Context: an optimization exercise on an open-source flow, tuned for small area. The choices shown serve that exercise and are no tape-out recipe. RTL that was checked went through simulation tests only; none was proved equivalent to the original. For run 4, only the layout was checked, not whether the RTL still works. No run shown here takes its clock network from TritonCTS; it comes from the design's own scripts or RTL. No driver is modelled on the clock port, so clock power and skew are understated where the tree is cut down; a real chip needs a root buffer or a tree. Power and IR drop assume default switching activity.

**flow/flow/run.sh**
```bash
#!/bin/bash
# Layout flow: the standard ORFS flow (standard.sh) with two changes:
#  - port buffers use the smallest buffer cell (buffer_ports -buffer_cell)
#  - the clock tree is built by flow/cts_tree.tcl instead of TritonCTS
set -euo pipefail
cd "$(dirname "$0")/.."
export BUFFER_PORTS_ARGS="-buffer_cell sky130_fd_sc_hd__buf_1"
export PRE_CTS_TCL="$PWD/flow/cts_tree.tcl"
export CLK_LEAVES=${CLK_LEAVES:-7}
export CLK_BUF=${CLK_BUF:-sky130_fd_sc_hd__clkbuf_8}
export CLK_ROOT_BUF=${CLK_ROOT_BUF:-sky130_fd_sc_hd__clkbuf_4}
bash standard.sh > standard.log 2>&1
```
**flow/config.mk**
```make
export PLATFORM = sky130hd
export DESIGN_NAME = mac_row
export DESIGN_NICKNAME = mac_row
export VERILOG_FILES = /design/flow/design.v
export SDC_FILE = /design/flow/constraint.sdc
export NUM_CORES = 4
export LEC_CHECK = 0
export CAP_MARGIN = 20
export CORE_MARGIN = 2
export CORE_UTILIZATION = 70
export SLEW_MARGIN = 20
export SYNTH_HIERARCHICAL = 1
```
**flow/flow/cts_tree.tcl**
```tcl
# Hook sourced by ORFS's cts.tcl before clock_tree_synthesis (PRE_CTS_TCL).
# It replaces TritonCTS with a small balanced tree built by hand: the clock
# port drives one root buffer (CLK_ROOT_BUF), which drives CLK_LEAVES leaf
# buffers (CLK_BUF). The registers are split into CLK_LEAVES groups of equal
# size by recursive bisection of their placement, and each leaf buffer sits at
# the centre of its group.
proc mk_clock_tree {args} {
  set db [ord::get_db]
  set block [ord::get_db_block]
  set k $::env(CLK_LEAVES)
  set master [$db findMaster $::env(CLK_BUF)]
  set bt [$block findBTerm clk]
  set net [$bt getNet]
  set sinks [list]
  set xs [list]
  set ys [list]
  foreach it [$net getITerms] {
    set bb [[$it getInst] getBBox]
    lappend sinks $it
    lappend xs [expr {([$bb xMin] + [$bb xMax]) / 2}]
    lappend ys [expr {([$bb yMin] + [$bb yMax]) / 2}]
  }
  set n [llength $sinks]
  # split the registers into k groups of equal size by recursive bisection
  # along the longer side of each group's bounding box
  set groups [list [list 0 $k [lsearch -all -integer -not $xs -999999999]]]
  set asg [lrepeat $n 0]
  while {[llength $groups] > 0} {
    set g [lindex $groups 0]
    set groups [lrange $groups 1 end]
    lassign $g c0 kk idx
    if {$kk == 1} {
      foreach i $idx { lset asg $i $c0 }
      continue
    }
    set minx 1e18; set maxx -1e18; set miny 1e18; set maxy -1e18
    foreach i $idx {
      set x [lindex $xs $i]; set y [lindex $ys $i]
      if {$x < $minx} {set minx $x}; if {$x > $maxx} {set maxx $x}
      if {$y < $miny} {set miny $y}; if {$y > $maxy} {set maxy $y}
    }
    set keys [list]
    foreach i $idx {
      if {$maxx - $minx >= $maxy - $miny} { lappend keys [list $i [lindex $xs $i]] } else { lappend keys [list $i [lindex $ys $i]] }
    }
    set keys [lsort -real -index 1 $keys]
    set k1 [expr {$kk / 2}]
    set n1 [expr {int(round(double([llength $idx]) * $k1 / $kk))}]
    set a [list]; set b [list]
    set j 0
    foreach e $keys { if {$j < $n1} { lappend a [lindex $e 0] } else { lappend b [lindex $e 0] }; incr j }
    lappend groups [list $c0 $k1 $a] [list [expr {$c0 + $k1}] [expr {$kk - $k1}] $b]
  }
  for {set c 0} {$c < $k} {incr c} { set sx($c) 0; set sy($c) 0; set cnt($c) 0 }
  for {set i 0} {$i < $n} {incr i} {
    set c [lindex $asg $i]
    set sx($c) [expr {$sx($c) + [lindex $xs $i]}]
    set sy($c) [expr {$sy($c) + [lindex $ys $i]}]
    incr cnt($c)
  }
  set cx [list]; set cy [list]
  for {set c 0} {$c < $k} {incr c} {
    lappend cx [expr {$sx($c) / max(1, $cnt($c))}]; lappend cy [expr {$sy($c) / max(1, $cnt($c))}]
  }
  # optional root buffer between the port and the leaf buffers
  set src $net
  if {[info exists ::env(CLK_ROOT_BUF)] && $::env(CLK_ROOT_BUF) ne ""} {
    set r [odb::dbInst_create $block [$db findMaster $::env(CLK_ROOT_BUF)] "clkbuf_root"]
    set rn [odb::dbNet_create $block "clknet_root"]
    $rn setSigType CLOCK
    set mx 0; set my 0
    for {set c 0} {$c < $k} {incr c} { set mx [expr {$mx + [lindex $cx $c] / $k}]; set my [expr {$my + [lindex $cy $c] / $k}] }
    [$r findITerm A] connect $net
    [$r findITerm X] connect $rn
    $r setLocation [expr {int($mx)}] [expr {int($my)}]
    $r setPlacementStatus PLACED
    set src $rn
  }
  for {set c 0} {$c < $k} {incr c} {
    set b [odb::dbInst_create $block $master "clkbuf_leaf_$c"]
    set ln [odb::dbNet_create $block "clknet_leaf_$c"]
    $ln setSigType CLOCK
    [$b findITerm A] connect $src
    [$b findITerm X] connect $ln
    $b setLocation [expr {int([lindex $cx $c])}] [expr {int([lindex $cy $c])}]
    $b setPlacementStatus PLACED
    set leafnet($c) $ln
    puts "clock leaf $c: $cnt($c) registers"
  }
  for {set i 0} {$i < $n} {incr i} {
    set it [lindex $sinks $i]
    $it disconnect
    $it connect $leafnet([lindex $asg $i])
  }
  global_connect
}

rename clock_tree_synthesis triton_clock_tree_synthesis
proc clock_tree_synthesis {args} {
  puts "manual clock tree instead of: clock_tree_synthesis $args"
  mk_clock_tree
}
```
**flow/design.v**
```verilog
module mac_fa (a, b, c, s, co);
    input a, b, c;
    output s, co;
    assign s = a ^ b ^ c;
    assign co = (a & b) | (c & (a ^ b));
endmodule
module mac_ha (a, b, s, co);
    input a, b;
    output s, co;
    assign s = a ^ b;
    assign co = a & b;
endmodule
module mac_pick (s, d, h, q, y);
    input [3:0] s, d;
    input h, q;
    output y;
    assign y = |(s & d) | (h & q);
endmodule
module mac_sel (ld, ad, d, s, q);
    input ld, ad, d, s;
    output q;
    assign q = (ld & d) | (ad & s);
endmodule
module mac_mul4 (a, b, p);
    input [3:0] a, b;
    output [7:0] p;
    wire [3:0] pp0 = a & {4{b[0]}};
    wire [3:0] pp1 = a & {4{b[1]}};
    wire [3:0] pp2 = a & {4{b[2]}};
    wire [3:0] pp3 = a & {4{b[3]}};
    wire s3a, c3a, s4a, c4a;
    mac_ha h3 (.a(pp0[3]), .b(pp1[2]), .s(s3a), .co(c3a));
    mac_ha h4 (.a(pp1[3]), .b(pp2[2]), .s(s4a), .co(c4a));
    wire s2b, c2b, s3b, c3b, s4b, c4b, s5b, c5b;
    mac_fa f2 (.a(pp0[2]), .b(pp1[1]), .c(pp2[0]), .s(s2b), .co(c2b));
    mac_fa f3 (.a(s3a), .b(pp2[1]), .c(pp3[0]), .s(s3b), .co(c3b));
    mac_fa f4 (.a(s4a), .b(pp3[1]), .c(c3a), .s(s4b), .co(c4b));
    mac_fa f5 (.a(pp2[3]), .b(pp3[2]), .c(c4a), .s(s5b), .co(c5b));
    wire k2, k3, k4, k5, k6;
    assign p[0] = pp0[0];
    mac_ha r1 (.a(pp0[1]), .b(pp1[0]), .s(p[1]), .co(k2));
    mac_ha r2 (.a(s2b), .b(k2), .s(p[2]), .co(k3));
    mac_fa r3 (.a(s3b), .b(c2b), .c(k3), .s(p[3]), .co(k4));
    mac_fa r4 (.a(s4b), .b(c3b), .c(k4), .s(p[4]), .co(k5));
    mac_fa r5 (.a(s5b), .b(c4b), .c(k5), .s(p[5]), .co(k6));
    mac_fa r6 (.a(pp3[3]), .b(c5b), .c(k6), .s(p[6]), .co(p[7]));
endmodule
module mac_mul45 (a, b, p);
    input [3:0] a;
    input [4:0] b;
    output [8:0] p;
    wire [3:0] pp0 = a & {4{b[0]}};
    wire [3:0] pp1 = a & {4{b[1]}};
    wire [3:0] pp2 = a & {4{b[2]}};
    wire [3:0] pp3 = a & {4{b[3]}};
    wire [3:0] pp4 = a & {4{b[4]}};
    wire h1_s, h1_c;
    mac_ha h1 (.a(pp0[3]), .b(pp1[2]), .s(h1_s), .co(h1_c));
    wire f2_s, f2_c;
    mac_fa f2 (.a(pp1[3]), .b(pp2[2]), .c(pp3[1]), .s(f2_s), .co(f2_c));
    wire h3_s, h3_c;
    mac_ha h3 (.a(pp2[3]), .b(pp3[2]), .s(h3_s), .co(h3_c));
    wire h4_s, h4_c;
    mac_ha h4 (.a(pp0[2]), .b(pp1[1]), .s(h4_s), .co(h4_c));
    wire f5_s, f5_c;
    mac_fa f5 (.a(pp2[1]), .b(pp3[0]), .c(h1_s), .s(f5_s), .co(f5_c));
    wire f6_s, f6_c;
    mac_fa f6 (.a(pp4[0]), .b(h1_c), .c(f2_s), .s(f6_s), .co(f6_c));
    wire f7_s, f7_c;
    mac_fa f7 (.a(pp4[1]), .b(f2_c), .c(h3_s), .s(f7_s), .co(f7_c));
    wire f8_s, f8_c;
    mac_fa f8 (.a(pp3[3]), .b(pp4[2]), .c(h3_c), .s(f8_s), .co(f8_c));
    assign p[0] = pp0[0];
    wire h9_c;
    mac_ha h9 (.a(pp0[1]), .b(pp1[0]), .s(p[1]), .co(h9_c));
    wire f10_c;
    mac_fa f10 (.a(pp2[0]), .b(h4_s), .c(h9_c), .s(p[2]), .co(f10_c));
    wire f11_c;
    mac_fa f11 (.a(h4_c), .b(f5_s), .c(f10_c), .s(p[3]), .co(f11_c));
    wire f12_c;
    mac_fa f12 (.a(f5_c), .b(f6_s), .c(f11_c), .s(p[4]), .co(f12_c));
    wire f13_c;
    mac_fa f13 (.a(f6_c), .b(f7_s), .c(f12_c), .s(p[5]), .co(f13_c));
    wire f14_c;
    mac_fa f14 (.a(f7_c), .b(f8_s), .c(f13_c), .s(p[6]), .co(f14_c));
    wire f15_c;
    mac_fa f15 (.a(pp4[3]), .b(f8_c), .c(f14_c), .s(p[7]), .co(f15_c));
    assign p[8] = f15_c;
endmodule
module mac_row (
    clk, reset, execute, load, a_select,
    nzero_weights_flat, w_indexes_flat,
    in_activation_flat, in_psum_flat, act_index_flat,
    final_psum_flat, load_out
);
    input clk, reset, execute, load, a_select;
    input [31:0] nzero_weights_flat;
    input [15:0] w_indexes_flat;
    input [7:0] in_activation_flat;
    input [79:0] in_psum_flat;
    input [3:0] act_index_flat;
    output [79:0] final_psum_flat;
    output load_out;
    reg execute_q, load_q;
    reg [3:0] a1, a2, w1_0, w1_1, w2_1;
    reg [4:0] w2_0;
    reg [1:0] c1_0, c1_1, c2_0, c2_1;
    reg [19:0] psum0, psum1, psum2, psum3;
    wire [1:0] idx = a_select ? act_index_flat[3:2] : act_index_flat[1:0];
    wire [3:0] act = a_select ? in_activation_flat[7:4] : in_activation_flat[3:0];
    wire [3:0] oh = {4{execute}} & {idx == 2'd3, idx == 2'd2, idx == 2'd1, idx == 2'd0};
    wire hold = ~execute;
    wire [3:0] sw0, sw1;
    wire [1:0] sc0, sc1;
    genvar b;
    generate
        for (b = 0; b < 4; b = b + 1) begin : PW
            mac_pick u0 (.s(oh), .d({nzero_weights_flat[12+b], nzero_weights_flat[8+b], nzero_weights_flat[4+b], nzero_weights_flat[b]}), .h(hold), .q(w1_0[b]), .y(sw0[b]));
            mac_pick u1 (.s(oh), .d({nzero_weights_flat[28+b], nzero_weights_flat[24+b], nzero_weights_flat[20+b], nzero_weights_flat[16+b]}), .h(hold), .q(w1_1[b]), .y(sw1[b]));
        end
        for (b = 0; b < 2; b = b + 1) begin : PC
            mac_pick u0 (.s(oh), .d({w_indexes_flat[6+b], w_indexes_flat[4+b], w_indexes_flat[2+b], w_indexes_flat[b]}), .h(hold), .q(c1_0[b]), .y(sc0[b]));
            mac_pick u1 (.s(oh), .d({w_indexes_flat[14+b], w_indexes_flat[12+b], w_indexes_flat[10+b], w_indexes_flat[8+b]}), .h(hold), .q(c1_1[b]), .y(sc1[b]));
        end
    endgenerate
    wire eq1 = (c1_0 == c1_1);
    wire [3:0] w1e = w1_1 & {4{eq1}};
    wire [4:0] ws;
    wire [4:0] wk;
    mac_ha s0 (.a(w1_0[0]), .b(w1e[0]), .s(ws[0]), .co(wk[1]));
    genvar i;
    generate
        for (i = 1; i < 4; i = i + 1) begin : WSUM
            mac_fa u (.a(w1_0[i]), .b(w1e[i]), .c(wk[i]), .s(ws[i]), .co(wk[i+1]));
        end
    endgenerate
    assign ws[4] = wk[4];
    always @(posedge clk) begin
        execute_q <= execute;
        load_q <= load;
        if (reset) a1 <= 4'd0;
        else if (execute) a1 <= act;
        w1_0 <= sw0;
        w1_1 <= sw1;
        c1_0 <= sc0;
        c1_1 <= sc1;
        a2 <= (execute & ~reset) ? a1 : 4'd0;
        w2_0 <= ws;
        w2_1 <= w1_1 & {4{~eq1}};
        c2_0 <= c1_0;
        c2_1 <= c1_1;
    end
    assign load_out = load_q;
    wire [8:0] p0;
    wire [7:0] p1;
    mac_mul45 m0 (.a(a2), .b(w2_0), .p(p0));
    mac_mul4 m1 (.a(a2), .b(w2_1), .p(p1));
    wire [8:0] q0 = p0;
    wire eq = 1'b0;
    genvar j;
    wire ld = execute_q & load_q;
    wire ldv = ld & ~reset;           
    wire adv = ~ld & ~reset;          
    wire e0 = 1'b1;
    wire e1 = ~eq;
    wire g0_0 = e0 & (c2_0 == 2'd0);
    wire g1_0 = e1 & (c2_1 == 2'd0);
    wire [8:0] ad0;
    generate
        for (j = 0; j < 8; j = j + 1) begin : AD0
            mac_sel u (.ld(g0_0), .ad(g1_0), .d(q0[j]), .s(p1[j]), .q(ad0[j]));
        end
    endgenerate
    assign ad0[8] = g0_0 & q0[8];
    wire [19:0] sum0;
    wire [20:0] cy0;
    mac_ha a0_0 (.a(psum0[0]), .b(ad0[0]), .s(sum0[0]), .co(cy0[1]));
    generate
        for (j = 1; j < 9; j = j + 1) begin : ADD0
            mac_fa u (.a(psum0[j]), .b(ad0[j]), .c(cy0[j]), .s(sum0[j]), .co(cy0[j+1]));
        end
    endgenerate
    generate
        for (j = 9; j < 19; j = j + 1) begin : INC0
            mac_ha u (.a(psum0[j]), .b(cy0[j]), .s(sum0[j]), .co(cy0[j+1]));
        end
    endgenerate
    assign sum0[19] = psum0[19] ^ cy0[19];
    wire [19:0] nx0;
    generate
        for (j = 0; j < 20; j = j + 1) begin : SEL0
            mac_sel u (.ld(ldv), .ad(adv), .d(in_psum_flat[20*0 + j]), .s(sum0[j]), .q(nx0[j]));
        end
    endgenerate
    always @(posedge clk) psum0 <= nx0;
    assign final_psum_flat[20*0 +: 20] = psum0;
    wire g0_1 = e0 & (c2_0 == 2'd1);
    wire g1_1 = e1 & (c2_1 == 2'd1);
    wire [8:0] ad1;
    generate
        for (j = 0; j < 8; j = j + 1) begin : AD1
            mac_sel u (.ld(g0_1), .ad(g1_1), .d(q0[j]), .s(p1[j]), .q(ad1[j]));
        end
    endgenerate
    assign ad1[8] = g0_1 & q0[8];
    wire [19:0] sum1;
    wire [20:0] cy1;
    mac_ha a1_0 (.a(psum1[0]), .b(ad1[0]), .s(sum1[0]), .co(cy1[1]));
    generate
        for (j = 1; j < 9; j = j + 1) begin : ADD1
            mac_fa u (.a(psum1[j]), .b(ad1[j]), .c(cy1[j]), .s(sum1[j]), .co(cy1[j+1]));
        end
    endgenerate
    generate
        for (j = 9; j < 19; j = j + 1) begin : INC1
            mac_ha u (.a(psum1[j]), .b(cy1[j]), .s(sum1[j]), .co(cy1[j+1]));
        end
    endgenerate
    assign sum1[19] = psum1[19] ^ cy1[19];
    wire [19:0] nx1;
    generate
        for (j = 0; j < 20; j = j + 1) begin : SEL1
            mac_sel u (.ld(ldv), .ad(adv), .d(in_psum_flat[20*1 + j]), .s(sum1[j]), .q(nx1[j]));
        end
    endgenerate
    always @(posedge clk) psum1 <= nx1;
    assign final_psum_flat[20*1 +: 20] = psum1;
    wire g0_2 = e0 & (c2_0 == 2'd2);
    wire g1_2 = e1 & (c2_1 == 2'd2);
    wire [8:0] ad2;
    generate
        for (j = 0; j < 8; j = j + 1) begin : AD2
            mac_sel u (.ld(g0_2), .ad(g1_2), .d(q0[j]), .s(p1[j]), .q(ad2[j]));
        end
    endgenerate
    assign ad2[8] = g0_2 & q0[8];
    wire [19:0] sum2;
    wire [20:0] cy2;
    mac_ha a2_0 (.a(psum2[0]), .b(ad2[0]), .s(sum2[0]), .co(cy2[1]));
    generate
        for (j = 1; j < 9; j = j + 1) begin : ADD2
            mac_fa u (.a(psum2[j]), .b(ad2[j]), .c(cy2[j]), .s(sum2[j]), .co(cy2[j+1]));
        end
    endgenerate
    generate
        for (j = 9; j < 19; j = j + 1) begin : INC2
            mac_ha u (.a(psum2[j]), .b(cy2[j]), .s(sum2[j]), .co(cy2[j+1]));
        end
    endgenerate
    assign sum2[19] = psum2[19] ^ cy2[19];
    wire [19:0] nx2;
    generate
        for (j = 0; j < 20; j = j + 1) begin : SEL2
            mac_sel u (.ld(ldv), .ad(adv), .d(in_psum_flat[20*2 + j]), .s(sum2[j]), .q(nx2[j]));
        end
    endgenerate
    always @(posedge clk) psum2 <= nx2;
    assign final_psum_flat[20*2 +: 20] = psum2;
    wire g0_3 = e0 & (c2_0 == 2'd3);
    wire g1_3 = e1 & (c2_1 == 2'd3);
    wire [8:0] ad3;
    generate
        for (j = 0; j < 8; j = j + 1) begin : AD3
            mac_sel u (.ld(g0_3), .ad(g1_3), .d(q0[j]), .s(p1[j]), .q(ad3[j]));
        end
    endgenerate
    assign ad3[8] = g0_3 & q0[8];
    wire [19:0] sum3;
    wire [20:0] cy3;
    mac_ha a3_0 (.a(psum3[0]), .b(ad3[0]), .s(sum3[0]), .co(cy3[1]));
    generate
        for (j = 1; j < 9; j = j + 1) begin : ADD3
            mac_fa u (.a(psum3[j]), .b(ad3[j]), .c(cy3[j]), .s(sum3[j]), .co(cy3[j+1]));
        end
    endgenerate
    generate
        for (j = 9; j < 19; j = j + 1) begin : INC3
            mac_ha u (.a(psum3[j]), .b(cy3[j]), .s(sum3[j]), .co(cy3[j+1]));
        end
    endgenerate
    assign sum3[19] = psum3[19] ^ cy3[19];
    wire [19:0] nx3;
    generate
        for (j = 0; j < 20; j = j + 1) begin : SEL3
            mac_sel u (.ld(ldv), .ad(adv), .d(in_psum_flat[20*3 + j]), .s(sum3[j]), .q(nx3[j]));
        end
    endgenerate
    always @(posedge clk) psum3 <= nx3;
    assign final_psum_flat[20*3 +: 20] = psum3;
endmodule
```
**flow/standard.sh**
```bash
#!/bin/bash
# synth_recipe.tcl (not shown) runs the flow's synth.tcl, then flattens the netlist and writes it again
# the make line also repeats each setting of config.mk as NAME=value (left out here)
make -C /OpenROAD-flow-scripts/flow DESIGN_CONFIG=/design/flow/config.mk WORK_HOME=/design/flow/orfs CLKGATE_MAP_FILE= SYNTH_SCRIPT=/design/flow/synth_recipe.tcl "${@:-finish}"
```
**flow/constraint.sdc**
```tcl
create_clock -name core_clock -period 8.0 [get_ports {clk}]
set_input_delay 1.6000 -clock core_clock [delete_from_list [all_inputs] [get_ports {clk}]]
set_output_delay 1.6000 -clock core_clock [all_outputs]
set_load 0.01 [all_outputs]
```
==> results of run 1 <==
-- modules after synthesis (local to each module, per instance) --
module,cells,copies in the design
mac_mul45,22,1
mac_mul4,17,1
mac_pick,3,12
mac_row,177,1
mac_fa,1,54
mac_sel,1,112
mac_ha,1,53
-- cells by family (layout without fill, tap and decap cells) --
logic type      after synthesis  after routing  synth area share, %
compound gates              149            149                 21.5
buf+inv                       6            236                0.716
fa+ha+maj                   107            107                 29.4
mux                           4              4                0.674
flops                       115            115                 38.7
simple gates                 84             84                 8.15
xor+xnor                      6              6                0.884
-- flip-flops by register name, indices dropped and copies added, names as in the netlist, 4 cells and up --
register	flops
psum0	20
psum3	20
a1	4
w2_1	4
w2_0	5
psum1	20
a2	4
w1_0	4
psum2	20
w1_1	4
-- cell type report --
type,instances,area share [%]
buffer,8,1.48
inverter,1,0.0535
multi-input combinational,350,51.5
sequential,115,32.8
tap,105,1.87
timing repair buffer,227,12.3
-- power breakdown --
part           total, uW  switching (uW)  internal [uW]
registers            674            47.3            627
logic                206             117           89.6
clock network        253             169           84.1
-- stage by stage --
step                      worst slack, ns  instance area (sq um)  cells  power [uW]  util (%)
final                                1.07                   7020    806        1130      85.4
after global routing                0.819                   7020    806        1190      85.4
after global placement               1.25                   6910    798         876      84.1
after detailed placement             1.10                   6910    798         891      84.1
after floorplan                      1.50                   5940    471         798         -
after CTS                            1.10                   7020    806        1080      85.4
-- cell usage in the layout, fill, tap and decap left out, types with 2 or more instances in the layout --
cell and n:
a222oi_1 12, and2_1 42, a22oi_1 12, clkbuf_8 7, buf_4 2, ha_1 53, xnor2_1 2, a21oi_1 4
a21boi_0 4, a211oi_1 4, mux2i_1 4, dfxtp_1 115, a22o_1 112, xor2_1 4, nor2_1 7, nand2_1 14
buf_1 225, fa_1 54, nand3b_1 3, nor2b_1 5, or3b_1 3, and3_1 5
-- critical path: stages (launching register included) --
cell     delay, ns
dfxtp_1       0.47
and2_1        0.18
ha_1          0.23
fa_1          0.46
fa_1          0.44
fa_1          0.41
fa_1          0.54
a22o_1        0.27
fa_1          0.41
fa_1          0.39
fa_1          0.40
fa_1          0.37
ha_1          0.19
ha_1          0.18
ha_1          0.19
ha_1          0.21
ha_1          0.20
ha_1          0.20
ha_1          0.20
ha_1          0.18
ha_1          0.18
ha_1          0.18
xor2_1        0.16
a22o_1        0.17
-- layer usage --
layer / routed length (um) / track usage [%]
met5: 0 / 0
met4: 396 / 8.57
met3: 1160 / 4.15
met2: 7410 / 56.0
met1: 5400 / 36.5
-- how the worst max path moves through the flow --
stage | endpoint | startpoint | cells after the start
final | psum3[19]$_DFF_P_ | a2[2]$_SDFF_PN0_ | 23
after global routing | psum2[19]$_DFF_P_ | a2[3]$_SDFF_PN0_ | 23
after CTS | psum3[19]$_DFF_P_ | a2[2]$_SDFF_PN0_ | 23
after detailed placement | psum2[19]$_DFF_P_ | a2[2]$_SDFF_PN0_ | 23
after global placement | psum2[19]$_DFF_P_ | a2[2]$_SDFF_PN0_ | 23
after floorplan | psum0[19]$_DFF_P_ | a2[3]$_SDFF_PN0_ | 23
==> impl_metrics.py, run 1 <==
metrics = {
    "run_status": {
        "outcome": "complete, no violations",
    },
    "cts": {
        "cts_setup_buffers": 0,
        "cts_resized": 0,
        "clock_latency_ns": 0.47,
        "clkTransAtPathRegs_ns": 0.10,
        "cts_hold_buffers": 0,
    },
    "timing": {
        "worst-slew-pin-transition_ns": 0.909,
        "finalHoldViolCount": 0,
        "slew_headroom_pct": 39.4,
        "setup_violations": 0,
        "fmax_mhz": 144,
        "finalSetupTns_ns": 0,
        "rsz0062_at_grt": "false",
        "fin_crit_ns": 6.93,
        "finClkSkew_ns": 0.0131,
        "fin_crit_sh_pct": 86.6,
        "slew_violations": 0,
        "whs_ns": 0.391,
    },
    "cells_and_area": {
        "num-nets-final": 955,
        "multi_input_area_sq_um": 3620,
        "antenna_cells": 0,
        "regArea_sq_um": 2300,
        "drive_gt1_share_pct": 1.71,
        "final.fill_count": 449,
        "area_growth_pct": 18.1,
    },
    "floorplan": {
        "initial_utilization_pct": 72.3,
        "row_count": 33,
        "pin_count": 226,
        "dieHeight_um": 96.1,
        "die_area_sq_um": 9240,
        "core_area_sq_um": 8220,
        "die_w_um": 96.1,
    },
    "setup_path": {
        "crit_type": "reg2reg",
        "crit_path_max_fanout": 9,
        "r2r-end": "psum3[19]$_DFF_P_",
        "cp.required_ns": 8.36,
        "cp_data_arrival_time_ns": 7.29,
        "start_kind": "flip-flop",
        "crit_path_end_kind": "flip-flop",
        "r2r_cells": 23,
        "reg2reg_slack_ns": 1.07,
        "worstReg2RegStart": "a2[2]$_SDFF_PN0_",
    },
    "logic_synthesis": {
        "synthCells": 471,
        "synth_top_area_share_pct": 38.7,
        "synth_edf_count": 0,
        "syn_nets": 723,
        "ys.flop_type": "dfxtp_1",
        "synth_common_cells": "dfxtp_1, a22o_1, fa_1",
        "syn_avg_cell_area_sq_um": 12.6,
        "ys_ff_latch": 115,
        "synth.area.top_cells": "dfxtp_1, fa_1, a22o_1, ha_1, and2_1",
        "synth_warnings": 7,
        "netlist_area_sq_um": 5940,
        "synth_top_cell_by_area": "dfxtp_1",
        "synth_most_common_cell": "dfxtp_1",
        "synth-seq-area-share_pct": 38.7,
        "yosys.cell_types.count": 27,
        "synthArstFlopShare_pct": 0,
    },
    "hold_path": {
        "min-delay-start": "c1_1[1]$_DFF_P_",
        "hold_path_depth": 0,
        "hp-class": "reg2reg",
        "min_to": "c2_1[1]$_DFF_P_",
    },
    "power_and_ir_drop": {
        "p_leak_uw": 0.00327,
        "ir_worst_vdd_mv": 0.118,
        "power_density_nw_per_um2": 162,
    },
    "drt": {
        "detail-route-antenna-nets": 0,
        "wl_per_cell_um": 17.8,
        "via_count": 4901,
        "avgViaCountPerCell": 6.08,
        "post-route-drc-count": 0,
        "drtIter0Drc": 255,
        "dr.pass1.iters": 5,
        "drt_wl_total_um": 14400,
    },
    "placed_design": {
        "place_congestion": 0.863,
        "port_buffers": 225,
        "dp_hpwl_um": 11300,
    },
    "global_routing": {
        "grt_first_pass_wirelength_um": 22400,
        "grt_max_degree": 81,
        "grt_pass1_vias": 4845,
        "grt-ovfl-total": 0,
        "antenna_found_initial": 0,
        "grtUsageTotal_pct": 30.2,
    },
    "flow_run": {
        "cap_violations": 0,
    },
}
==> inputs of run 2 (changes only) <==
--- a/flow/flow/run.sh
+++ b/flow/flow/run.sh
@@ -8,3 +8,3 @@
 export PRE_CTS_TCL="$PWD/flow/cts_tree.tcl"
-export CLK_LEAVES=${CLK_LEAVES:-7}
+export CLK_LEAVES=${CLK_LEAVES:-6}
 export CLK_BUF=${CLK_BUF:-sky130_fd_sc_hd__clkbuf_8}
==> run 2 against run 1 <==
Compared with the run above:
- die area unchanged
- still clean
- hold slack worse by 0.0085 ns
- power down 1.7%
- largest cell class unchanged
- sequential share of layout area up 0.064 points
- final area down 0.20%
- global-route usage down 0.050 points
- first-iteration DRC count down 11%
- synthesized cell count unchanged
- via count down 0.59%
- combinational power about the same
- clock skew down 0.00055 ns
- largest power group unchanged
==> impl_metrics.py, run 2 <==
metrics = {
    "floorplan": {
        "row_count": 33,
        "die_area_sq_um": 9240,
        "core_area_sq_um": 8220,
        "dieHeight_um": 96.1,
        "pin_count": 226,
        "initial_utilization_pct": 72.3,
        "die_w_um": 96.1,
    },
    "logic_synthesis": {
        "ys.flop_type": "dfxtp_1",
        "synth_warnings": 7,
        "synth_most_common_cell": "dfxtp_1",
        "synth_common_cells": "dfxtp_1, a22o_1, fa_1",
        "synthArstFlopShare_pct": 0,
        "synth_edf_count": 0,
        "syn_avg_cell_area_sq_um": 12.6,
        "netlist_area_sq_um": 5940,
        "syn_nets": 723,
        "synth-seq-area-share_pct": 38.7,
        "ys_ff_latch": 115,
        "yosys.cell_types.count": 27,
        "synth_top_cell_by_area": "dfxtp_1",
        "synth.area.top_cells": "dfxtp_1, fa_1, a22o_1, ha_1, and2_1",
        "synth_top_area_share_pct": 38.7,
        "synthCells": 471,
    },
    "timing": {
        "fmax_mhz": 144,
        "worst_slack_ns": 1.07,
        "fin_crit_sh_pct": 86.6,
        "whs_ns": 0.383,
        "slew_violations": 0,
        "fin_crit_ns": 6.93,
        "finClkSkew_ns": 0.0125,
        "setup_violations": 0,
        "slew_headroom_pct": 38.8,
        "finalHoldViolCount": 0,
        "rsz0062_at_grt": "false",
        "finalSetupTns_ns": 0,
        "worst-slew-pin-transition_ns": 0.918,
    },
    "placed_design": {
        "place_congestion": 0.863,
        "dp_hpwl_um": 11300,
        "dpl_worst_slack_ns": 1.10,
        "port_buffers": 225,
    },
    "global_routing": {
        "grt_first_pass_wirelength_um": 22300,
        "grt-ovfl-total": 0,
        "grt_max_degree": 81,
        "antenna_found_initial": 0,
        "grtUsageTotal_pct": 30.2,
        "grt_pass1_vias": 4820,
    },
    "power_and_ir_drop": {
        "p_leak_uw": 0.00326,
        "ir_worst_vdd_mv": 0.125,
        "power_density_nw_per_um2": 159,
    },
    "cts": {
        "clkTransAtPathRegs_ns": 0.12,
        "cts_setup_buffers": 0,
        "cts_hold_buffers": 0,
        "cts_resized": 0,
        "clock_latency_ns": 0.45,
    },
    "setup_path": {
        "crit_path_max_fanout": 9,
        "crit_path_end_kind": "flip-flop",
        "cp_data_arrival_time_ns": 7.27,
        "path_buf_inv": 0,
        "crit_type": "reg2reg",
        "cp.required_ns": 8.35,
        "cpMaxStageDelayCell": "fa_1",
        "cpLargestDelayFamily": "adder cells",
        "start_kind": "flip-flop",
        "cp_common_cell": "ha_1",
        "cp_slowest_stage_delay_ns": 0.54,
        "path_cells": "and2_1, ha_1, fa_1, fa_1, fa_1, fa_1, a22o_1, fa_1, fa_1, fa_1, fa_1, ha_1, ha_1, ha_1, ha_1, ha_1, ha_1, ha_1, ha_1, ha_1, ha_1, xor2_1, a22o_1",
    },
    "flow_run": {
        "cap_violations": 0,
    },
    "cells_and_area": {
        "num-nets-final": 954,
        "mostFrequentLayoutCell": "buf_1",
        "multi_input_area_sq_um": 3620,
        "final.fill_count": 455,
        "antenna_cells": 0,
        "area_growth_pct": 17.9,
        "regArea_sq_um": 2300,
        "drive_gt1_share_pct": 1.57,
        "final_cell_mix": "buf_1, dfxtp_1, a22o_1, fa_1, ha_1",
    },
    "run_status": {
        "outcome": "complete, no violations",
    },
    "drt": {
        "avgViaCountPerCell": 6.05,
        "detail-route-antenna-nets": 0,
        "wl_per_cell_um": 17.6,
        "drtIter0Drc": 228,
        "drt_wl_total_um": 14200,
        "via_count": 4872,
        "post-route-drc-count": 0,
        "dr.pass1.iters": 5,
    },
    "hold_path": {
        "hp-class": "reg2reg",
    },
}
==> run 2: cell types whose count changed in the layout (fill, tap and decap cells not counted) <==
cell,before,now
clkbuf_8,7,6
==> run 2: worst reg2reg max path, stage by stage (launching register included) <==
cell,delay [ns]
dfxtp_1,0.47
and2_1,0.18
ha_1,0.23
fa_1,0.46
fa_1,0.44
fa_1,0.41
fa_1,0.54
a22o_1,0.27
fa_1,0.41
fa_1,0.39
fa_1,0.40
fa_1,0.37
ha_1,0.19
ha_1,0.18
ha_1,0.19
ha_1,0.20
ha_1,0.20
ha_1,0.20
ha_1,0.20
ha_1,0.18
ha_1,0.18
ha_1,0.18
xor2_1,0.16
a22o_1,0.18
==> run 2: logic make-up after synthesis <==
kind of cell    after synthesis  share of synthesized area [%]
xor+xnor                      6                          0.884
mux                           4                          0.674
simple gates                 84                           8.15
fa+ha+maj                   107                           29.4
compound gates              149                           21.5
buf+inv                       6                          0.716
flops                       115                           38.7
==> run 2: modules after synthesis (local to each module, per instance) <==
module     flip-flops and latches  times used
mac_row                       115           1
mac_mul45                       0           1
mac_mul4                        0           1
mac_pick                        0          12
mac_fa                          0          54
mac_ha                          0          53
mac_sel                         0         112
==> run 2: layer usage <==
metal  routed length (um)  track usage, %  up-vias
li1                     -               -     2266
met1                 5300            37.0     2327
met2                 7400            56.3      248
met3                 1100            3.45       31
met4                  369            7.62        0
met5                    0               0        -
==> run 2: power breakdown <==
group	internal [uW]	switching, uW
registers	627	46.9
clock network	73.6	161
logic	89.4	117
total	790	324
==> run 2: worst paths after layout <==
path	from	end	slack, ns	cells past startpoint
max reg2reg	a2[2]$_SDFF_PN0_	psum3[19]$_DFF_P_	1.07	23
max	a2[2]$_SDFF_PN0_	psum3[19]$_DFF_P_	1.07	23
min	c1_1[0]$_DFF_P_	c2_1[0]$_DFF_P_	0.38	0
min reg2reg	c1_1[0]$_DFF_P_	c2_1[0]$_DFF_P_	0.38	0
==> run 2: final cells by class <==
cell class / count / share of cell area [%]
Inverter: 1 / 0.0536
Tap cell: 105 / 1.88
Timing Repair Buffer: 227 / 12.3
Sequential cell: 115 / 32.9
Multi-Input combinational cell: 350 / 51.6
Buffer: 7 / 1.29
==> run 2: per-stage QoR <==
step | util, % | power [uW] | cells | cell area, sq um
4_1_cts | 85.2 | 1070 | 805 | 7000
3_5_place_dp | 84.1 | 891 | 798 | 6910
2_1_floorplan | - | 798 | 471 | 5940
3_3_place_gp | 84.1 | 876 | 798 | 6910
6_report | 85.2 | 1110 | 805 | 7000
5_1_grt | 85.2 | 1180 | 805 | 7000
==> inputs of run 3 (changes only) <==
--- a/flow/config.mk
+++ b/flow/config.mk
@@ -9,3 +9,3 @@
 export CORE_MARGIN = 2
-export CORE_UTILIZATION = 70
+export CORE_UTILIZATION = 75
 export SLEW_MARGIN = 20
==> run 3 against run 2 <==
Compared with the run above:
- fmax down 2.1%
- worst setup slack worse by 0.15 ns
- utilization up 5.8 points
- sequential share of layout area is essentially flat
- critical path depth stayed put
- power grew 2.1%
- critical endpoint is now psum1[19]$_DFF_P_
- clock power up 3%
- global-route usage increased by 7.9 points
- still clean on timing, DRC and antenna
- first-iteration DRC count up 43%
- sequential cell count is the same
- largest cell class unchanged
==> impl_metrics.py, run 3 <==
metrics = {
    "setup_path": {
        "crit_path_max_fanout": 9,
        "path_buf_inv": 0,
        "start_kind": "flip-flop",
        "cp.required_ns": 8.35,
        "crit_path_end_kind": "flip-flop",
        "path_cells": "and2_1, ha_1, fa_1, fa_1, fa_1, a22o_1, fa_1, fa_1, fa_1, fa_1, fa_1, ha_1, ha_1, ha_1, ha_1, ha_1, ha_1, ha_1, ha_1, ha_1, ha_1, xor2_1, a22o_1",
        "cp_common_cell": "ha_1",
        "cpMaxStageDelayCell": "fa_1",
        "cp_slowest_stage_delay_ns": 0.55,
        "crit_type": "reg2reg",
        "cp_data_arrival_time_ns": 7.43,
        "path_depth": 23,
        "r2r_cells": 23,
        "cpLargestDelayFamily": "adder cells",
    },
    "cells_and_area": {
        "final_cell_mix": "buf_1, dfxtp_1, a22o_1, fa_1, ha_1",
        "num-nets-final": 954,
        "multi_input_area_sq_um": 3620,
        "regArea_sq_um": 2300,
        "final.fill_count": 313,
        "area_growth_pct": 17.8,
        "drive_gt1_share_pct": 1.57,
        "mostFrequentLayoutCell": "buf_1",
        "antenna_cells": 0,
    },
    "logic_synthesis": {
        "synth_top_area_share_pct": 38.7,
        "synthArstFlopShare_pct": 0,
        "ys_ff_latch": 115,
        "synth.area.top_cells": "dfxtp_1, fa_1, a22o_1, ha_1, and2_1",
        "synth_warnings": 7,
        "synth_common_cells": "dfxtp_1, a22o_1, fa_1",
        "ys.flop_type": "dfxtp_1",
        "syn_nets": 723,
        "synth-seq-area-share_pct": 38.7,
        "yosys.cell_types.count": 27,
        "synth_edf_count": 0,
        "synth_most_common_cell": "dfxtp_1",
        "syn_avg_cell_area_sq_um": 12.6,
        "synthCells": 471,
        "netlist_area_sq_um": 5940,
        "synth_top_cell_by_area": "dfxtp_1",
    },
    "floorplan": {
        "pin_count": 226,
        "core_area_sq_um": 7690,
        "die_area_sq_um": 8650,
        "dieHeight_um": 93.0,
        "die_w_um": 93.0,
        "initial_utilization_pct": 77.3,
        "row_count": 32,
    },
    "timing": {
        "finClkSkew_ns": 0.0130,
        "fmax_mhz": 141,
        "fin_crit_sh_pct": 88.4,
        "fin_crit_ns": 7.08,
        "setup_violations": 0,
        "worst-slew-pin-transition_ns": 0.976,
        "slew_headroom_pct": 35.0,
        "finalSetupTns_ns": 0,
        "slew_violations": 0,
        "finalHoldViolCount": 0,
        "worst_slack_ns": 0.925,
        "rsz0062_at_grt": "false",
    },
    "drt": {
        "route.met2.wl_um": 8430,
        "avgViaCountPerCell": 6.47,
        "met1_length_um": 5670,
        "drtIter0Drc": 326,
        "post-route-drc-count": 0,
        "dr.pass1.iters": 6,
        "detail-route-antenna-nets": 0,
        "wl_met3_um": 1440,
        "drt_wl_total_um": 16500,
        "top_layer": "met4",
        "wl_per_cell_um": 20.6,
        "via_count": 5187,
    },
    "placed_design": {
        "dpl_worst_slack_ns": 1.05,
        "place_congestion": 0.835,
        "port_buffers": 225,
        "dp_hpwl_um": 12500,
    },
    "power_and_ir_drop": {
        "p_leak_uw": 0.00326,
        "ir_worst_vdd_mv": 0.140,
        "power_density_nw_per_um2": 162,
    },
    "hold_path": {
        "hold_path_depth": 0,
        "hp-class": "reg2reg",
    },
    "global_routing": {
        "grt_pass1_vias": 5372,
        "grtUsageTotal_pct": 38.1,
        "grt-ovfl-total": 0,
        "antenna_found_initial": 0,
        "grt_first_pass_wirelength_um": 26200,
        "grt_max_degree": 81,
    },
    "cts": {
        "clock_latency_ns": 0.45,
        "cts_setup_buffers": 0,
        "cts_resized": 0,
        "clkTransAtPathRegs_ns": 0.12,
        "cts_hold_buffers": 0,
    },
    "run_status": {
        "outcome": "complete, no violations",
    },
    "flow_run": {
        "cap_violations": 0,
    },
}
-- run 3: worst reg2reg max path, delay by kind of cell, from the launching register on --
| family | cells | cell delay [ns] |
|---|---|---|
| and+or+nand+nor | 1 | 0.19 |
| DFF | 1 | 0.39 |
| AOI/OAI and AO/OA | 2 | 0.47 |
| xor gates and xnor gates | 1 | 0.16 |
| adders and majority gates | 19 | 5.77 |
-- run 3: routing by layer --
metal	vias to the layer above	track usage [%]
met4	0	19.0
met3	89	5.08
met5	-	0
met1	2456	43.2
li1	2273	-
met2	369	70.4
-- run 3: cells by family (layout without fill, tap and decap cells) --
family	after synthesis	in the layout	share of synthesized area [%]
compound gates	149	149	21.5
xor+xnor	6	6	0.884
fa+ha+maj	107	107	29.4
buf+inv	6	235	0.716
flops	115	115	38.7
mux	4	4	0.674
simple gates	84	84	8.15
-- run 3: modules after synthesis (local to each module, per instance) --
module | copies in the design | flops+latches | area [sq um]
mac_pick | 12 | 0 | 21.3
mac_mul45 | 1 | 0 | 140
mac_sel | 112 | 0 | 8.76
mac_row | 1 | 115 | 2710
mac_mul4 | 1 | 0 | 108
mac_fa | 54 | 0 | 20.0
mac_ha | 53 | 0 | 12.5
-- run 3: layout make-up --
cell class | count | share of cell area [%]
multi-input cells | 350 | 51.7
flip-flops and latches | 115 | 32.9
repair buffers | 227 | 12.3
well taps | 102 | 1.82
plain buffers | 7 | 1.29
inverters | 1 | 0.0536
-- run 3: final timing paths --
path / from / endpoint / slack [ns]
setup / recovery: a2[3]$_SDFF_PN0_ / psum1[19]$_DFF_P_ / 0.92
hold / removal: c1_0[0]$_DFF_P_ / c2_0[0]$_DFF_P_ / 0.40
setup reg to reg: a2[3]$_SDFF_PN0_ / psum1[19]$_DFF_P_ / 0.92
hold reg to reg: c1_0[0]$_DFF_P_ / c2_0[0]$_DFF_P_ / 0.40
-- run 3: stage by stage --
| stage | std cells | area, sq um | hold slack, ns | utilization, % | total power (uW) |
|---|---|---|---|---|---|
| final | 802 | 7000 | 0.399 | 91.0 | 1140 |
| after global routing | 802 | 7000 | 0.406 | 91.0 | 1180 |
| after CTS | 802 | 7000 | 0.382 | 91.0 | 1080 |
| after detailed placement | 795 | 6910 | 0.379 | 89.9 | 897 |
| after global placement | 795 | 6910 | 0.379 | 89.9 | 876 |
| after floorplan | 471 | 5940 | 0.363 | - | 798 |
-- run 3: report_power, final --
part | leakage, uW | internal (uW) | switching (uW) | total [uW]
clock | 0.0000477 | 73.8 | 168 | 241
sequential | 0.000947 | 627 | 50.4 | 677
combinational | 0.00227 | 91.5 | 127 | 218
==> inputs of run 4 (changes only) <==
--- a/flow/design.v
+++ b/flow/design.v
@@ -12,7 +12,17 @@
 endmodule
-module mac_pick (s, d, h, q, y);
+module mac_dec (i, o);
+    input [1:0] i;
+    output [3:0] o;
+    assign o = {i == 2'd3, i == 2'd2, i == 2'd1, i == 2'd0};
+endmodule
+module mac_ctl (e, l, r, ldv, adv);
+    input e, l, r;
+    output ldv, adv;
+    assign ldv = e & l & ~r;
+    assign adv = ~(e & l) & ~r;
+endmodule
+module mac_pick (s, d, y);
     input [3:0] s, d;
-    input h, q;
     output y;
-    assign y = |(s & d) | (h & q);
+    assign y = |(s & d);
 endmodule
@@ -47,44 +57,2 @@
 endmodule
-module mac_mul45 (a, b, p);
-    input [3:0] a;
-    input [4:0] b;
-    output [8:0] p;
-    wire [3:0] pp0 = a & {4{b[0]}};
-    wire [3:0] pp1 = a & {4{b[1]}};
-    wire [3:0] pp2 = a & {4{b[2]}};
-    wire [3:0] pp3 = a & {4{b[3]}};
-    wire [3:0] pp4 = a & {4{b[4]}};
-    wire h1_s, h1_c;
-    mac_ha h1 (.a(pp0[3]), .b(pp1[2]), .s(h1_s), .co(h1_c));
-    wire f2_s, f2_c;
-    mac_fa f2 (.a(pp1[3]), .b(pp2[2]), .c(pp3[1]), .s(f2_s), .co(f2_c));
-    wire h3_s, h3_c;
-    mac_ha h3 (.a(pp2[3]), .b(pp3[2]), .s(h3_s), .co(h3_c));
-    wire h4_s, h4_c;
-    mac_ha h4 (.a(pp0[2]), .b(pp1[1]), .s(h4_s), .co(h4_c));
-    wire f5_s, f5_c;
-    mac_fa f5 (.a(pp2[1]), .b(pp3[0]), .c(h1_s), .s(f5_s), .co(f5_c));
-    wire f6_s, f6_c;
-    mac_fa f6 (.a(pp4[0]), .b(h1_c), .c(f2_s), .s(f6_s), .co(f6_c));
-    wire f7_s, f7_c;
-    mac_fa f7 (.a(pp4[1]), .b(f2_c), .c(h3_s), .s(f7_s), .co(f7_c));
-    wire f8_s, f8_c;
-    mac_fa f8 (.a(pp3[3]), .b(pp4[2]), .c(h3_c), .s(f8_s), .co(f8_c));
-    assign p[0] = pp0[0];
-    wire h9_c;
-    mac_ha h9 (.a(pp0[1]), .b(pp1[0]), .s(p[1]), .co(h9_c));
-    wire f10_c;
-    mac_fa f10 (.a(pp2[0]), .b(h4_s), .c(h9_c), .s(p[2]), .co(f10_c));
-    wire f11_c;
-    mac_fa f11 (.a(h4_c), .b(f5_s), .c(f10_c), .s(p[3]), .co(f11_c));
-    wire f12_c;
-    mac_fa f12 (.a(f5_c), .b(f6_s), .c(f11_c), .s(p[4]), .co(f12_c));
-    wire f13_c;
-    mac_fa f13 (.a(f6_c), .b(f7_s), .c(f12_c), .s(p[5]), .co(f13_c));
-    wire f14_c;
-    mac_fa f14 (.a(f7_c), .b(f8_s), .c(f13_c), .s(p[6]), .co(f14_c));
-    wire f15_c;
-    mac_fa f15 (.a(pp4[3]), .b(f8_c), .c(f14_c), .s(p[7]), .co(f15_c));
-    assign p[8] = f15_c;
-endmodule
 module mac_row (
@@ -104,4 +72,3 @@
     reg execute_q, load_q;
-    reg [3:0] a1, a2, w1_0, w1_1, w2_1;
-    reg [4:0] w2_0;
+    reg [3:0] a1, a2, w1_0, w1_1, w2_0, w2_1;
     reg [1:0] c1_0, c1_1, c2_0, c2_1;
@@ -110,4 +77,5 @@
     wire [3:0] act = a_select ? in_activation_flat[7:4] : in_activation_flat[3:0];
-    wire [3:0] oh = {4{execute}} & {idx == 2'd3, idx == 2'd2, idx == 2'd1, idx == 2'd0};
-    wire hold = ~execute;
+    wire [3:0] oh, oh1;
+    mac_dec d0 (.i(idx), .o(oh));
+    mac_dec d1 (.i(idx), .o(oh1));
     wire [3:0] sw0, sw1;
@@ -117,22 +85,10 @@
         for (b = 0; b < 4; b = b + 1) begin : PW
-            mac_pick u0 (.s(oh), .d({nzero_weights_flat[12+b], nzero_weights_flat[8+b], nzero_weights_flat[4+b], nzero_weights_flat[b]}), .h(hold), .q(w1_0[b]), .y(sw0[b]));
-            mac_pick u1 (.s(oh), .d({nzero_weights_flat[28+b], nzero_weights_flat[24+b], nzero_weights_flat[20+b], nzero_weights_flat[16+b]}), .h(hold), .q(w1_1[b]), .y(sw1[b]));
+            mac_pick u0 (.s(oh), .d({nzero_weights_flat[12+b], nzero_weights_flat[8+b], nzero_weights_flat[4+b], nzero_weights_flat[b]}), .y(sw0[b]));
+            mac_pick u1 (.s(oh1), .d({nzero_weights_flat[28+b], nzero_weights_flat[24+b], nzero_weights_flat[20+b], nzero_weights_flat[16+b]}), .y(sw1[b]));
         end
         for (b = 0; b < 2; b = b + 1) begin : PC
-            mac_pick u0 (.s(oh), .d({w_indexes_flat[6+b], w_indexes_flat[4+b], w_indexes_flat[2+b], w_indexes_flat[b]}), .h(hold), .q(c1_0[b]), .y(sc0[b]));
-            mac_pick u1 (.s(oh), .d({w_indexes_flat[14+b], w_indexes_flat[12+b], w_indexes_flat[10+b], w_indexes_flat[8+b]}), .h(hold), .q(c1_1[b]), .y(sc1[b]));
-        end
-    endgenerate
-    wire eq1 = (c1_0 == c1_1);
-    wire [3:0] w1e = w1_1 & {4{eq1}};
-    wire [4:0] ws;
-    wire [4:0] wk;
-    mac_ha s0 (.a(w1_0[0]), .b(w1e[0]), .s(ws[0]), .co(wk[1]));
-    genvar i;
-    generate
-        for (i = 1; i < 4; i = i + 1) begin : WSUM
-            mac_fa u (.a(w1_0[i]), .b(w1e[i]), .c(wk[i]), .s(ws[i]), .co(wk[i+1]));
-        end
-    endgenerate
-    assign ws[4] = wk[4];
+            mac_pick u0 (.s(oh), .d({w_indexes_flat[6+b], w_indexes_flat[4+b], w_indexes_flat[2+b], w_indexes_flat[b]}), .y(sc0[b]));
+            mac_pick u1 (.s(oh1), .d({w_indexes_flat[14+b], w_indexes_flat[12+b], w_indexes_flat[10+b], w_indexes_flat[8+b]}), .y(sc1[b]));
+        end
+    endgenerate
     always @(posedge clk) begin
@@ -140,4 +96,3 @@
         load_q <= load;
-        if (reset) a1 <= 4'd0;
-        else if (execute) a1 <= act;
+        a1 <= reset ? 4'd0 : act;
         w1_0 <= sw0;
@@ -146,21 +101,30 @@
         c1_1 <= sc1;
-        a2 <= (execute & ~reset) ? a1 : 4'd0;
-        w2_0 <= ws;
-        w2_1 <= w1_1 & {4{~eq1}};
-        c2_0 <= c1_0;
-        c2_1 <= c1_1;
+        if (reset) a2 <= 4'd0;
+        else if (execute_q) a2 <= a1;
+        if (execute_q) begin
+            w2_0 <= w1_0;
+            w2_1 <= w1_1;
+            c2_0 <= c1_0;
+            c2_1 <= c1_1;
+        end
     end
     assign load_out = load_q;
-    wire [8:0] p0;
-    wire [7:0] p1;
-    mac_mul45 m0 (.a(a2), .b(w2_0), .p(p0));
+    wire [7:0] p0, p1;
+    mac_mul4 m0 (.a(a2), .b(w2_0), .p(p0));
     mac_mul4 m1 (.a(a2), .b(w2_1), .p(p1));
-    wire [8:0] q0 = p0;
-    wire eq = 1'b0;
+    wire eq = (c2_0 == c2_1);
+    wire [7:0] p1e = p1 & {8{eq}};
+    wire [8:0] q0;
+    wire [8:0] qk;
+    assign q0[0] = p0[0] ^ p1e[0];
+    assign qk[1] = p0[0] & p1e[0];
     genvar j;
-    wire ld = execute_q & load_q;
-    wire ldv = ld & ~reset;           
-    wire adv = ~ld & ~reset;          
-    wire e0 = 1'b1;
-    wire e1 = ~eq;
+    generate
+        for (j = 1; j < 8; j = j + 1) begin : Q0
+            mac_fa u (.a(p0[j]), .b(p1e[j]), .c(qk[j]), .s(q0[j]), .co(qk[j+1]));
+        end
+    endgenerate
+    assign q0[8] = qk[8];
+    wire e0 = execute_q;
+    wire e1 = execute_q & ~eq;
     wire g0_0 = e0 & (c2_0 == 2'd0);
@@ -182,5 +146,10 @@
     endgenerate
+    assign cy0[15] = cy0[9] & (&psum0[14:9]);
     generate
         for (j = 9; j < 19; j = j + 1) begin : INC0
-            mac_ha u (.a(psum0[j]), .b(cy0[j]), .s(sum0[j]), .co(cy0[j+1]));
+            if (j != 14) begin : h
+                mac_ha u (.a(psum0[j]), .b(cy0[j]), .s(sum0[j]), .co(cy0[j+1]));
+            end else begin : x
+                assign sum0[j] = psum0[j] ^ cy0[j];
+            end
         end
@@ -188,2 +157,4 @@
     assign sum0[19] = psum0[19] ^ cy0[19];
+    wire ldv_0, adv_0;
+    mac_ctl k0 (.e(execute_q), .l(load_q), .r(reset), .ldv(ldv_0), .adv(adv_0));
     wire [19:0] nx0;
@@ -191,3 +162,3 @@
         for (j = 0; j < 20; j = j + 1) begin : SEL0
-            mac_sel u (.ld(ldv), .ad(adv), .d(in_psum_flat[20*0 + j]), .s(sum0[j]), .q(nx0[j]));
+            mac_sel u (.ld(ldv_0), .ad(adv_0), .d(in_psum_flat[20*0 + j]), .s(sum0[j]), .q(nx0[j]));
         end
@@ -213,5 +184,10 @@
     endgenerate
+    assign cy1[15] = cy1[9] & (&psum1[14:9]);
     generate
         for (j = 9; j < 19; j = j + 1) begin : INC1
-            mac_ha u (.a(psum1[j]), .b(cy1[j]), .s(sum1[j]), .co(cy1[j+1]));
+            if (j != 14) begin : h
+                mac_ha u (.a(psum1[j]), .b(cy1[j]), .s(sum1[j]), .co(cy1[j+1]));
+            end else begin : x
+                assign sum1[j] = psum1[j] ^ cy1[j];
+            end
         end
@@ -219,2 +195,4 @@
     assign sum1[19] = psum1[19] ^ cy1[19];
+    wire ldv_1, adv_1;
+    mac_ctl k1 (.e(execute_q), .l(load_q), .r(reset), .ldv(ldv_1), .adv(adv_1));
     wire [19:0] nx1;
@@ -222,3 +200,3 @@
         for (j = 0; j < 20; j = j + 1) begin : SEL1
-            mac_sel u (.ld(ldv), .ad(adv), .d(in_psum_flat[20*1 + j]), .s(sum1[j]), .q(nx1[j]));
+            mac_sel u (.ld(ldv_1), .ad(adv_1), .d(in_psum_flat[20*1 + j]), .s(sum1[j]), .q(nx1[j]));
         end
@@ -244,5 +222,10 @@
     endgenerate
+    assign cy2[15] = cy2[9] & (&psum2[14:9]);
     generate
         for (j = 9; j < 19; j = j + 1) begin : INC2
-            mac_ha u (.a(psum2[j]), .b(cy2[j]), .s(sum2[j]), .co(cy2[j+1]));
+            if (j != 14) begin : h
+                mac_ha u (.a(psum2[j]), .b(cy2[j]), .s(sum2[j]), .co(cy2[j+1]));
+            end else begin : x
+                assign sum2[j] = psum2[j] ^ cy2[j];
+            end
         end
@@ -250,2 +233,4 @@
     assign sum2[19] = psum2[19] ^ cy2[19];
+    wire ldv_2, adv_2;
+    mac_ctl k2 (.e(execute_q), .l(load_q), .r(reset), .ldv(ldv_2), .adv(adv_2));
     wire [19:0] nx2;
@@ -253,3 +238,3 @@
         for (j = 0; j < 20; j = j + 1) begin : SEL2
-            mac_sel u (.ld(ldv), .ad(adv), .d(in_psum_flat[20*2 + j]), .s(sum2[j]), .q(nx2[j]));
+            mac_sel u (.ld(ldv_2), .ad(adv_2), .d(in_psum_flat[20*2 + j]), .s(sum2[j]), .q(nx2[j]));
         end
@@ -275,5 +260,10 @@
     endgenerate
+    assign cy3[15] = cy3[9] & (&psum3[14:9]);
     generate
         for (j = 9; j < 19; j = j + 1) begin : INC3
-            mac_ha u (.a(psum3[j]), .b(cy3[j]), .s(sum3[j]), .co(cy3[j+1]));
+            if (j != 14) begin : h
+                mac_ha u (.a(psum3[j]), .b(cy3[j]), .s(sum3[j]), .co(cy3[j+1]));
+            end else begin : x
+                assign sum3[j] = psum3[j] ^ cy3[j];
+            end
         end
@@ -281,2 +271,4 @@
     assign sum3[19] = psum3[19] ^ cy3[19];
+    wire ldv_3, adv_3;
+    mac_ctl k3 (.e(execute_q), .l(load_q), .r(reset), .ldv(ldv_3), .adv(adv_3));
     wire [19:0] nx3;
@@ -284,3 +276,3 @@
         for (j = 0; j < 20; j = j + 1) begin : SEL3
-            mac_sel u (.ld(ldv), .ad(adv), .d(in_psum_flat[20*3 + j]), .s(sum3[j]), .q(nx3[j]));
+            mac_sel u (.ld(ldv_3), .ad(adv_3), .d(in_psum_flat[20*3 + j]), .s(sum3[j]), .q(nx3[j]));
         end
--- a/flow/flow/run.sh
+++ b/flow/flow/run.sh
@@ -8,3 +8,3 @@
 export PRE_CTS_TCL="$PWD/flow/cts_tree.tcl"
-export CLK_LEAVES=${CLK_LEAVES:-6}
+export CLK_LEAVES=${CLK_LEAVES:-7}
 export CLK_BUF=${CLK_BUF:-sky130_fd_sc_hd__clkbuf_8}
--- a/flow/config.mk
+++ b/flow/config.mk
@@ -9,3 +9,3 @@
 export CORE_MARGIN = 2
-export CORE_UTILIZATION = 75
+export CORE_UTILIZATION = 70
 export SLEW_MARGIN = 20
==> run 4 against run 3 <==
Compared with the run above:
- still clean on timing, DRC and antenna
- cell count grew 3.4%
- final area increased by 3.5%
- global-route usage is 7.2 points lower
- die area rose by 10%
- sequential cell count is 1 lower
- power shrank 1.7%
- synthesized cell count is 3.4% higher
- largest power group unchanged
==> impl_metrics.py, run 4 <==
metrics = {
    "placed_design": {
        "dp_hpwl_um": 11900,
        "port_buffers": 225,
        "place_congestion": 0.877,
        "dpl_worst_slack_ns": 0.933,
    },
    "timing": {
        "slew_headroom_pct": 48.3,
        "rsz0062_at_grt": "false",
        "worst-slew-pin-transition_ns": 0.775,
        "fmax_mhz": 141,
        "finClkSkew_ns": 0.0160,
        "finalHoldViolCount": 0,
        "worst_slack_ns": 0.913,
        "setup_violations": 0,
        "fin_crit_ns": 7.09,
        "fin_crit_sh_pct": 88.6,
        "finalSetupTns_ns": 0,
        "slew_violations": 0,
    },
    "setup_path": {
        "start_kind": "flip-flop",
        "crit_path_end_kind": "flip-flop",
        "cp_data_arrival_time_ns": 7.44,
        "crit_path_max_fanout": 5,
        "crit_type": "reg2reg",
        "cp.required_ns": 8.35,
    },
    "cells_and_area": {
        "antenna_cells": 0,
        "final_cell_mix": "buf_1, a22o_1, dfxtp_1, fa_1, ha_1",
        "final.fill_count": 483,
        "area_growth_pct": 17.9,
        "num-nets-final": 972,
        "mostFrequentLayoutCell": "buf_1",
        "drive_gt1_share_pct": 3.47,
    },
    "global_routing": {
        "grt_first_pass_wirelength_um": 24100,
        "grtUsageTotal_pct": 30.9,
        "grt_pass1_vias": 5077,
        "grt_max_degree": 30,
        "antenna_found_initial": 0,
        "grt-ovfl-total": 0,
    },
    "power_and_ir_drop": {
        "ir_worst_vdd_mv": 0.143,
        "p_leak_uw": 0.00332,
        "power_density_nw_per_um2": 154,
    },
    "floorplan": {
        "die_area_sq_um": 9540,
        "die_w_um": 97.7,
        "row_count": 34,
        "core_area_sq_um": 8640,
        "dieHeight_um": 97.7,
        "initial_utilization_pct": 71.2,
        "pin_count": 226,
    },
    "cts": {
        "clock_latency_ns": 0.46,
        "cts_setup_buffers": 0,
        "cts_resized": 0,
        "clkTransAtPathRegs_ns": 0.10,
        "cts_hold_buffers": 0,
    },
    "drt": {
        "drt_wl_total_um": 15100,
        "post-route-drc-count": 0,
        "avgViaCountPerCell": 6.03,
        "via_count": 4998,
        "drtIter0Drc": 216,
        "detail-route-antenna-nets": 0,
        "dr.pass1.iters": 5,
        "wl_per_cell_um": 18.2,
    },
    "logic_synthesis": {
        "syn_nets": 736,
        "synth.area.top_cells": "dfxtp_1, fa_1, a22o_1, ha_1, edfxtp_1",
        "synthArstFlopShare_pct": 0,
        "synthCells": 487,
        "netlist_area_sq_um": 6140,
        "syn_avg_cell_area_sq_um": 12.6,
        "ys.flop_type": "dfxtp_1",
        "synth_common_cells": "a22o_1, dfxtp_1, fa_1",
        "synth_top_area_share_pct": 33.2,
        "ys_ff_latch": 114,
        "synth_top_cell_by_area": "dfxtp_1",
        "synth-seq-area-share_pct": 39.1,
        "synth_edf_count": 12,
        "synth_warnings": 7,
        "yosys.cell_types.count": 31,
        "synth_most_common_cell": "a22o_1",
    },
    "flow_run": {
        "cap_violations": 0,
    },
    "run_status": {
        "outcome": "complete, no violations",
    },
    "hold_path": {
        "hp-class": "reg2reg",
    },
}
[run 4: report_power, final]
part,switching (uW),internal [uW]
sequential,35.0,623
clock,167,84.2
combinational,119,90.1
total,321,797
[run 4: final cells by class]
cell class	instances	area, sq um	area share [%]
buffer	8	104	1.43
inverter	4	15.0	0.207
multi-input combinational	364	3700	51.1
timing repair buffer	231	890	12.3
sequential	114	2400	33.2
tap	108	135	1.87
[run 4: worst max-delay path: stages (launching register included)]
cell and delay (ns):
edfxtp_1 0.44, and2_1 0.17, ha_1 0.31, fa_1 0.51, fa_1 0.70, nor3b_1 0.29, fa_1 0.55, a22o_1 0.27
fa_1 0.43, fa_1 0.41, fa_1 0.41, fa_1 0.39, fa_1 0.39, fa_1 0.44, nand4_1 0.13, nor2_1 0.06
ha_1 0.18, ha_1 0.19, ha_1 0.18, ha_1 0.19, xor2_1 0.17, a22o_1 0.19
[run 4: logic make-up (layout without fill, tap and decap cells)]
| family | count (synthesis) | count (layout) | synth area share (%) |
|---|---|---|---|
| AOI/OAI and AO/OA | 144 | 144 | 20.3 |
| DFF | 114 | 114 | 39.1 |
| adders and majority gates | 104 | 104 | 27.9 |
| and+or+nand+nor | 96 | 96 | 8.67 |
| xor gates and xnor gates | 10 | 10 | 1.67 |
| muxes | 10 | 10 | 1.67 |
| buffers and inverters | 9 | 243 | 0.712 |
[run 4: worst paths after layout]
check | cells past startpoint | from | slack (ns) | endpoint
worst max-delay path | 21 | w2_1[0]$_DFFE_PP_ | 0.91 | psum2[19]$_DFF_P_
worst min-delay path | 0 | w1_0[1]$_DFF_P_ | 0.41 | w2_0[1]$_DFFE_PP_
worst max register to register | 21 | w2_1[0]$_DFFE_PP_ | 0.91 | psum2[19]$_DFF_P_
worst min register to register | 0 | w1_0[1]$_DFF_P_ | 0.41 | w2_0[1]$_DFFE_PP_
[run 4: per-module statistics from Yosys (local to each module, per instance)]
module | area, sq um | cells | flip-flops and latches
mac_fa | 20.0 | 1 | 0
mac_pick | 18.8 | 3 | 0
mac_sel | 8.76 | 1 | 0
mac_row | 2910 | 186 | 114
mac_ctl | 13.8 | 2 | 0
mac_mul4 | 108 | 17 | 0
mac_dec | 26.3 | 4 | 0
mac_ha | 12.5 | 1 | 0
[run 4: routing by layer]
| layer | wire length (um) | up-vias | part of all wire (%) | global-route usage (%) |
|---|---|---|---|---|
| li1 | - | 2317 | - | - |
| met1 | 5760 | 2413 | 38 | 37.5 |
| met2 | 8010 | 241 | 53 | 59.5 |
| met3 | 976 | 27 | 6.5 | 2.81 |
| met4 | 310 | 0 | 2.1 | 6.52 |
| met5 | 0 | - | 0 | 0 |
[run 4: metrics by stage]
stage | total power (uW) | hold WS [ns] | cell area, sq um | cells | utilization (%)
floorplan | 787 | 0.386 | 6140 | 487 | -
global placement | 864 | 0.386 | 7140 | 821 | 82.7
detailed placement | 878 | 0.389 | 7140 | 821 | 82.7
CTS | 1060 | 0.389 | 7240 | 829 | 83.9
global route | 1160 | 0.419 | 7240 | 829 | 83.9
finish | 1120 | 0.413 | 7240 | 829 | 83.9

==> port drivers added, routing unchanged <==
The flow's constraints put no driver on any port. The routed layouts listed below were extracted and timed again, unchanged, in two steps. Step 1 assumes that a clkbuf_16 drives the clock port and a buf_2 every other input. Step 2 times the ports against the registers' clock, not the clock port: input delays grow and output delays shrink by t, the midpoint of the rising clock arrivals with the driver on. Three values: no drivers, after step 1, after step 2; two values: the first two.
run | shift t [ns] | setup slack, ns | worst register clock-pin slew, ns
run 1 | 0.494 | 1.069 / 1.069 / 1.069 | 0.10 / 0.10
run 2 | 0.477 | 1.074 / 1.074 / 1.074 | 0.12 / 0.12
run 3 | 0.482 | 0.925 / 0.925 / 0.925 | 0.12 / 0.12
run 4 | 0.487 | 0.913 / 0.913 / 0.913 | 0.11 / 0.11
After both steps setup and hold are still met in every run listed.
